Background: an optimization exercise with open tools, aiming at small area, a short achievable clock period and few clock cycles. Do not read the settings as production practice.
Function not checked in this run: the RTL went through the layout flow alone.
Power figures rest on the tool's default switching activity, not on a simulated workload.

### design/flow/design.v
module PDU_kernel (
    input                   [ 0 : 0]            sys_clk,
    input                   [ 0 : 0]            sys_rst,
    output                  [31 : 0]            imem_addr,
    input                   [31 : 0]            imem_rdata,
    output                  [31 : 0]            dmem_addr,
    output                  [31 : 0]            dmem_wdata,
    output                  [ 0 : 0]            dmem_we,
    input                   [31 : 0]            dmem_rdata
);
    reg  [ 1 : 0]           cur_state       ;
    reg  [ 1 : 0]           next_state      ;
    wire [31 : 0]           pc              ;
    wire [31 : 0]           npc             ;
    wire [31 : 0]           pc_offset       ;
    wire [31 : 0]           inst            ;
    wire [ 0 : 0]           dmem_we_raw     ;
    wire [ 4 : 0]           rf_ra0          ;
    wire [ 4 : 0]           rf_ra1          ;
    wire [ 0 : 0]           rf_we           ;
    wire [ 4 : 0]           rf_wa           ;
    wire [ 1 : 0]           wb_mux_sel      ;
    wire [ 2 : 0]           br_type         ;
    wire [ 0 : 0]           alu_src0_sel    ;
    wire [ 0 : 0]           alu_src1_sel    ;
    wire [31 : 0]           imm             ;
    wire [31 : 0]           rf_rd0          ;
    wire [31 : 0]           rf_rd1          ;
    wire [31 : 0]           rf_wd           ;
    wire [31 : 0]           alu_res         ;
    wire [ 3 : 0]           alu_op          ;
    wire [31 : 0]           alu_src0        ;
    wire [31 : 0]           alu_src1        ;
    wire [ 0 : 0]           npc_sel         ;   
    wire [31 : 0]           pc_add4     =   pc + 32'H4;
    always @(posedge sys_clk) begin
        if (sys_rst)
            cur_state <= 2'D0;
        else
            cur_state <= next_state;
    end
    always @(*) begin
        case (cur_state)
            2'D0:
                next_state = 2'D1;
            2'D1:
                next_state = 2'D2;
            2'D2:
                next_state = 2'D3;
            2'D3:
                next_state = 2'D1;
        endcase
    end
    Pkernel_MUX2 pdu_npc_mux (
        .src0           (pc_add4        ),
        .src1           (pc_offset      ),
        .sel            (npc_sel        ),
        .res            (npc            )
    );
    PKernel_PC pdu_pc (
        .sys_clk        (sys_clk        ),
        .sys_rst        (sys_rst        ),
        .set            (cur_state == 2'D0),
        .we             (cur_state == 2'D3),
        .npc            (npc            ),
        .pc             (pc             )        
    );
    assign  imem_addr   = pc;
    assign  inst        = imem_rdata;
    PKernel_Decoder pdu_decoder (
        .inst           (inst           ),
        .dmem_we        (dmem_we_raw    ),
        .rf_ra0         (rf_ra0         ),
        .rf_ra1         (rf_ra1         ),
        .rf_we          (rf_we          ),
        .rf_wa          (rf_wa          ),
        .wb_mux_sel     (wb_mux_sel     ),
        .br_type        (br_type        ),
        .alu_op         (alu_op         ),
        .alu_src0_sel   (alu_src0_sel   ),
        .alu_src1_sel   (alu_src1_sel   ),
        .imm            (imm            )
    );
    Pkernel_RegFile pdu_rf (
        .sys_clk        (sys_clk        ),
        .en             (cur_state == 2'D3),
        .rf_ra0         (rf_ra0         ),
        .rf_ra1         (rf_ra1         ),
        .rf_rd0         (rf_rd0         ),
        .rf_rd1         (rf_rd1         ),
        .rf_wa          (rf_wa          ),
        .rf_wd          (rf_wd          ),
        .rf_we          (rf_we          )
    );
    Pkernel_MUX2 pdu_alu_src0_mux (
        .src0           (rf_rd0         ),
        .src1           (pc             ),
        .sel            (alu_src0_sel   ),
        .res            (alu_src0       )
    );
    Pkernel_MUX2 pdu_alu_src1_mux (
        .src0           (rf_rd1         ),
        .src1           (imm            ),
        .sel            (alu_src1_sel   ),
        .res            (alu_src1       )
    );
    Pkernel_ALU pdu_alu (
        .src0           (alu_src0       ),
        .src1           (alu_src1       ),
        .alu_op         (alu_op         ),
        .res            (alu_res        )
    );
    assign pc_offset = alu_res;
    Pkernel_Branch pdu_branch (
        .src0           (rf_rd0         ),
        .src1           (rf_rd1         ),
        .br_type        (br_type        ),
        .npc_sel        (npc_sel        )
    );
    assign  dmem_addr   = alu_res;
    assign  dmem_wdata  = rf_rd1;
    assign  dmem_we     = dmem_we_raw && (cur_state == 2'D2);
    Pkernel_MUX4 pdu_wb_mux (
        .src0           (alu_res        ),
        .src1           (dmem_rdata     ),
        .src2           (pc_add4        ),
        .src3           (imm            ),
        .sel            (wb_mux_sel     ),
        .res            (rf_wd          )
    );
endmodule
module PKernel_PC (
    input                   [ 0 : 0]            sys_clk,
    input                   [ 0 : 0]            sys_rst,
    input                   [ 0 : 0]            set,
    input                   [ 0 : 0]            we,
    input                   [31 : 0]            npc,
    output          reg     [31 : 0]            pc
);
    always @(posedge sys_clk) begin
        if (sys_rst)
            pc <= 'B0;
        else if (set)
            pc <= 32'H00000000;
        else if (we)
            pc <= npc;
    end
endmodule
module PKernel_Decoder(
    input                   [31 : 0]            inst,
    output                  [ 0 : 0]            dmem_we,
    output                  [ 4 : 0]            rf_ra0,
    output                  [ 4 : 0]            rf_ra1,
    output                  [ 0 : 0]            rf_we,
    output                  [ 4 : 0]            rf_wa,
    output          reg     [ 1 : 0]            wb_mux_sel,
    output          reg     [ 2 : 0]            br_type,
    output          reg     [ 3 : 0]            alu_op,
    output          reg     [ 0 : 0]            alu_src0_sel,
    output          reg     [ 0 : 0]            alu_src1_sel,
    output          reg     [31 : 0]            imm 
);
    wire [ 0 : 0]  is_OP            ;
    wire [ 0 : 0]  is_OP_IMM        ;
    wire [ 0 : 0]  is_STORE         ;
    wire [ 0 : 0]  is_LOAD          ;
    wire [ 0 : 0]  is_BRANCH        ;
    wire [ 0 : 0]  is_LUI           ; 
    wire [ 0 : 0]  is_AUIPC         ; 
    wire [ 0 : 0]  is_JAL           ; 
    wire [ 0 : 0]  is_JALR          ; 
    wire [ 2 : 0]  func3            ;
    assign is_OP            = ~inst[6] &  inst[5] &  inst[4] & ~inst[3] & ~inst[2];       
    assign is_OP_IMM        = ~inst[6] & ~inst[5] &  inst[4] & ~inst[3] & ~inst[2];       
    assign is_LOAD          = ~inst[6] & ~inst[5] & ~inst[4] & ~inst[3] & ~inst[2];       
    assign is_STORE         = ~inst[6] &  inst[5] & ~inst[4] & ~inst[3] & ~inst[2];       
    assign is_BRANCH        =  inst[6] &  inst[5] & ~inst[4] & ~inst[3] & ~inst[2];       
    assign is_LUI           = ~inst[6] &  inst[5] &  inst[4] & ~inst[3] &  inst[2];       
    assign is_AUIPC         = ~inst[6] & ~inst[5] &  inst[4] & ~inst[3] &  inst[2];       
    assign is_JAL           =  inst[6] &  inst[5] & ~inst[4] &  inst[3] &  inst[2];       
    assign is_JALR          =  inst[6] &  inst[5] & ~inst[4] & ~inst[3] &  inst[2];       
    assign func3            =  inst[14:12];
    assign rf_ra0           = inst[19 : 15];
    assign rf_ra1           = inst[24 : 20];
    assign rf_wa            = inst[11 :  7];
    assign rf_we            = (|{is_OP , is_OP_IMM, is_LOAD, is_LUI, is_AUIPC, is_JAL, is_JALR});
    assign dmem_we          = is_STORE;
    always @(*) begin
        alu_op = 4'D0;
        if (is_OP || is_OP_IMM) begin
            case(func3)
                3'B000:
                    if (inst[30] && is_OP)
                        alu_op = 4'D1;
                    else
                        alu_op = 4'D0;
                3'B001:
                    alu_op = 4'D7;
                3'B010:
                    alu_op = 4'D2;
                3'B011:
                    alu_op = 4'D3;
                3'B100:
                    alu_op = 4'D6;
                3'B101:
                    if (inst[30])
                        alu_op = 4'D9;
                    else
                        alu_op = 4'D8;
                3'B110:
                    alu_op = 4'D5;
                3'B111:
                    alu_op = 4'D4;
                default:
                    alu_op = 4'D0;
            endcase
        end
    end
    always @(*) begin
        if (is_BRANCH || is_AUIPC || is_JAL)
            alu_src0_sel = 1'B1;
        else
            alu_src0_sel = 1'B0;
        if (is_OP_IMM || is_LOAD || is_STORE || is_BRANCH || is_LUI || is_AUIPC || is_JAL || is_JALR)
            alu_src1_sel = 1'B1;
        else
            alu_src1_sel = 1'B0;
    end
    always @(*) begin
        wb_mux_sel = 2'D0;
        if (is_LOAD)
            wb_mux_sel = 2'D1;
        else if (is_JAL || is_JALR)
            wb_mux_sel = 2'D2;
        else if (is_LUI)
            wb_mux_sel = 2'D3;
    end
    always @(*) begin
        if (is_BRANCH)
            case(func3)
                3'B000:
                    br_type = 3'D1;
                3'B001:
                    br_type = 3'D2;
                3'B100:
                    br_type = 3'D3;
                3'B110:
                    br_type = 3'D5;
                3'B101:
                    br_type = 3'D4;
                3'B111:
                    br_type = 3'D6;
                default:
                    br_type = 3'D0;
            endcase
        else if (is_JAL || is_JALR)
            br_type = 3'D7;
        else
            br_type = 3'D0;
    end
    always @(*) begin
        imm = 0;
        if (is_BRANCH) begin
            imm = {{20{inst[31]}}, inst[7], inst[30:25], inst[11:8], 1'B0};
        end
        if (is_LOAD || is_OP_IMM || is_JALR) begin
            imm = {{20{inst[31]}}, inst[31:20]};
        end
        if (is_STORE) begin
            imm = {{20{inst[31]}}, inst[31:25], inst[11:7]};
        end
        if (is_LUI || is_AUIPC) begin
            imm = {inst[31:12], 12'h0};
        end
        if (is_JAL) begin
            imm = {{12{inst[31]}}, inst[19:12], inst[20], inst[30:21], 1'B0};
        end
    end
endmodule
module Pkernel_ALU (
    input                   [31 : 0]            src0,
    input                   [31 : 0]            src1,
    input                   [ 3 : 0]            alu_op,
    output          reg     [31 : 0]            res
);
    always @(*) begin
        case (alu_op)
            4'D0:
                res = src0 + src1;
            4'D1:
                res = src0 - src1;
            4'D2:
                res = ($signed(src0) < $signed(src1)) ? 32'H1 : 32'H0;
            4'D3:
                res = (src0 < src1) ? 32'H1 : 32'H0;
            4'D4:
                res = src0 & src1;
            4'D5:
                res = src0 | src1;
            4'D6:
                res = src0 ^ src1;
            4'D7:
                res = src0 << src1[ 4 : 0];
            4'D8:
                res = src0 >> src1[ 4 : 0];
            4'D9:
                res = $signed(src0) >>> src1[ 4 : 0];
            default:
                res = 32'H0;
        endcase
    end
endmodule
module Pkernel_RegFile (
    input                   [ 0 : 0]            sys_clk,
    input                   [ 0 : 0]            en,
    input                   [ 4 : 0]            rf_ra0,
    input                   [ 4 : 0]            rf_ra1,
    output                  [31 : 0]            rf_rd0,
    output                  [31 : 0]            rf_rd1,
    input                   [ 4 : 0]            rf_wa,
    input                   [31 : 0]            rf_wd,
    input                   [ 0 : 0]            rf_we
);
    reg [31 : 0]    reg_file [0 : 31];
    always @(posedge sys_clk) begin
        if (en && rf_we && (|rf_wa))
            reg_file[rf_wa] <= rf_wd;
    end
    assign rf_rd0 = (|rf_ra0) ? reg_file[rf_ra0] : 32'H0;
    assign rf_rd1 = (|rf_ra1) ? reg_file[rf_ra1] : 32'H0;
endmodule
module Pkernel_Branch (
    input                   [31 : 0]            src0,
    input                   [31 : 0]            src1,
    input                   [ 2 : 0]            br_type,            
    output          reg     [ 0 : 0]            npc_sel
);
    always @(*) begin
        npc_sel = 1'B0;
        case (br_type)
            3'D0:
                npc_sel = 1'B0;
            3'D1:
                if (src0 == src1)
                    npc_sel = 1'B1;
            3'D2:
                if (src0 != src1)
                    npc_sel = 1'B1;
            3'D3:
                if ($signed(src0) < $signed(src1))
                    npc_sel = 1'B1;
            3'D5:
                if (src0 < src1)
                    npc_sel = 1'B1;
            3'D4:
                if ($signed(src0) >= $signed(src1))
                    npc_sel = 1'B1;
            3'D6:
                if (src0 >= src1)
                    npc_sel = 1'B1;
            3'D7:
                npc_sel = 1'B1;
        endcase
    end
endmodule
module Pkernel_MUX2 (
    input                   [31 : 0]            src0,
    input                   [31 : 0]            src1,
    input                   [ 0 : 0]            sel,
    output                  [31 : 0]            res
);
    assign  res = sel ? src1 : src0;
endmodule
module Pkernel_MUX4 (
    input                   [31 : 0]            src0,
    input                   [31 : 0]            src1,
    input                   [31 : 0]            src2,
    input                   [31 : 0]            src3,
    input                   [ 1 : 0]            sel,
    output                  [31 : 0]            res
);
    assign res = sel[1] ? (sel[0] ? src3 : src2) : (sel[0] ? src1 : src0);
endmodule
### design/flow/run.sh
#!/bin/bash
# synth_recipe.tcl (not shown) runs the flow's synth.tcl, then flattens the netlist and writes it again
# the make line also repeats each setting of config.mk as NAME=value (left out here)
make -C /OpenROAD-flow-scripts/flow DESIGN_CONFIG=/design/flow/config.mk WORK_HOME=/design/flow/orfs CLKGATE_MAP_FILE= SYNTH_SCRIPT=/design/flow/synth_recipe.tcl finish
### design/flow/config.mk
export PLATFORM = sky130hd
export DESIGN_NAME = PDU_kernel
export DESIGN_NICKNAME = PDU_kernel
export VERILOG_FILES = /design/flow/design.v
export SDC_FILE = /design/flow/constraint.sdc
export NUM_CORES = 4
export LEC_CHECK = 0
export CAP_MARGIN = 20
export CORE_MARGIN = 2
export CORE_UTILIZATION = 40
export SLEW_MARGIN = 20
### design/flow/constraint.sdc
create_clock -name core_clock -period 12.0 [get_ports {sys_clk}]
set_input_delay 2.4000 -clock core_clock [delete_from_list [all_inputs] [get_ports {sys_clk}]]
set_output_delay 2.4000 -clock core_clock [all_outputs]
set_load 0.01 [all_outputs]
==> summary.txt <==
-- repair_timing --
item / in CTS / in global routing
setup buffers: 0 / 0
resized for setup: 1 / 9
endpoints found under the setup margin: 1 / 9
endpoints found under the hold margin: 0 / 0
-- final timing paths --
kind | cells past startpoint | endpoint | slack [ns] | from
max | 25 | dmem_addr[27] | 0.0004 | imem_rdata[5]
min | 2 | cur_state[0]$_SDFF_PP0_ | 0.61 | cur_state[0]$_SDFF_PP0_
max reg2reg | 25 | pdu_rf.reg_file[25][26]$_DFFE_PP_ | 4.28 | pdu_rf.reg_file[14][0]$_DFFE_PP_
min reg2reg | 2 | cur_state[0]$_SDFF_PP0_ | 0.61 | cur_state[0]$_SDFF_PP0_
-- synthesized netlist by cell type, types with 78 or more instances --
cell type,n,area share
inv_1,149,0.0090
ha_1,135,0.027
a22oi_1,78,0.0094
o21ai_0,137,0.011
mux2i_1,260,0.042
clkbuf_1,226,0.014
edfxtp_1,1024,0.50
a21oi_1,248,0.020
nor2_1,244,0.015
nand2_1,284,0.017
nor3_1,78,0.0063
mux4_2,473,0.17
a211oi_1,83,0.010
-- state kept, by name, indices dropped and copies added, names as in the netlist --
name             flops
pdu_pc.pc           32
cur_state            2
pdu_rf.reg_file   1024
-- report_power, final --
| group | internal (W) | switching, W | total (W) |
|---|---|---|---|
| sequential | 0.00452 | 0.0000165 | 0.00453 |
| clock | 0.00198 | 0.00154 | 0.00352 |
| combinational | 0.00126 | 0.00238 | 0.00364 |
| total | 0.00777 | 0.00393 | 0.0117 |
-- per-layer routing --
| metal | up-vias | part of all wire | track usage |
|---|---|---|---|
| met1 | 25000 | 0.36 | 0.433 |
| li1 | 19800 | - | - |
| met2 | 3530 | 0.45 | 0.538 |
| met3 | 865 | 0.11 | 0.0844 |
| met4 | 8 | 0.083 | 0.239 |
| met5 | - | 0.00013 | 0 |
-- tightest hold or removal path, stage by stage, from the launching register on --
cell,delay [ns]
dfxtp_1,0.36
ha_1,0.16
nor2_1,0.05
-- cells by family (layout without fill, tap and decap cells) --
kind of cell / Yosys count / count (layout) / synth area share
other: 1 / 42 / 0.0000605
AOI/OAI and AO/OA: 1159 / 1159 / 0.134
xor gates and xnor gates: 38 / 38 / 0.00537
muxes: 751 / 751 / 0.217
buffers and inverters: 532 / 1128 / 0.0379
adders and majority gates: 137 / 137 / 0.0279
DFF: 1058 / 1058 / 0.507
and+or+nand+nor: 917 / 917 / 0.0706
-- final cells by class --
class                           count  area [sq um]
Sequential cell                  1058         31400
Clock inverter                     82           868
Inverter                          156           586
Multi-Input combinational cell   3034         28900
Tap cell                         2044          2560
Antenna cell                       10          25.0
Timing Repair Buffer              761          6630
Clock buffer                      129          2870
Fill cell                       13600         80200
-- metrics by stage --
stage	power [W]	hold slack (ns)	cell area [sq um]	utilization	setup TNS [ns]
after global placement	0.00809	0.584	70000	0.454	-0.0108
after floorplan	0.00628	0.553	62100	-	0
after global routing	0.0120	0.681	73800	0.479	0
final	0.0117	0.613	73800	0.479	0
after detailed placement	0.00811	0.600	70000	0.455	-0.0490
after CTS	0.0116	0.613	73800	0.479	0
==> summary.txt <==
* Status: finished clean
* # clock sinks at 1058
* Slowest CP cell: a22oi_1
* Top cell family by delay on the critical path: compound AO/OA/AOI/OAI gates
* Vias/cell at 6.75
* Proportion of layout cells with a drive suffix above 1 at 0.272
* Max Cap Viol at 0
* DRC at 0
* Maximum root-to-sink buffer count at 3
* DRT iter0 DRCs at 6987
* Row cnt at 144
* Detailed Place HPWL at 192000 um
* # port buffers at 160
* H-tree levels at 3
* CTS Hold Buffers Added at 0
* Root buffer cell: clkbuf_16
* Starting Density at 0.402
* Placer congestion estimate at 1.09
* IO Pins at 163
* Core area at 0.154 sq mm
* LEAKAGE at 26.0 nW
* WL per Instance at 38.5 um
* Gr usage total at 0.348
* Most frequent cells in the layout: 1024 x edfxtp_1, 562 x buf_4, 473 x mux4_2, 284 x nand2_1, 260 x mux2i_1
* Die ar. at 0.158 sq mm
* Yosys warns at 6
* Hold Crit Class: reg2reg
* Max Clock Skew at 0.0887 ns
* Synth async-reset ratio at 0
* Synth cell types at 103
* Setup CP Type: in2out
* Clk slew on worst S/H paths at 0.06 ns
* WL final at 280000 um
* Final Worst Setup Slack at 0.000360 ns
* Non-filler cells, final at 7274
* Period utilisation layout at 1.00
* Worst-Skew Late Latency at 0.79 ns
* Cell Count Post-Placement at 7053
* Most common cell after layout, fill and taps aside: edfxtp_1
* Nets at 5326
* Total CTS buffers at 112
* Critical Path Sink Type: output port
* Global-route wire length before repair at 382000 um
* Setup violators final at 0
* Max Slew Vio Count at 0
* DRT Pass-1 Iters at 8
* Routed Antenna Nets at 0
* Number of synthesized register bits at 1058
* Startpoint Class: input port
* Pre-CTS setup slack at -0.0490 ns
* Area Overhead vs Synth at 19.2%
* Grt total ovfl at 0
* Slowest stage delay, CP at 0.80 ns
* Minimum clock period at 12.00 ns
* Post-Synthesis Cells at 4593
* Avg Cell Area, Syn at 13.5 sq um
* EDFF count, synth at 1024
* CTS tree: built
* Most common cell type on the critical path: buf_4
* Least-Margin Pin Slew at 1.21 ns
* Req. time, crit path at 9.60 ns
* Fin. Hold Viols at 0
* Largest net degree at the start of global routing at 76
* Relative slew margins at 0.192
* Unrepaired setup endpoints after global routing: no
* Antenna violations before repair at 16
* Top_reg_cell synth: edfxtp_1
* Critical path fanouts, max at 11
* Arr. time, crit path at 9.60 ns
* Mapped cell area at 0.0620 sq mm
* Die H at 398 um
* Fmax at 0.0833 GHz
* Max rail drop VDD at 0.172 mV
* WP buf/inv at 9
* Die X at 398 um
* PwrDens at 158 mW/mm^2
* Vias in the first global route at 47.2k
* Vias after detailed routing at 49.1k
* Sequential fraction of the synthesis area at 0.507
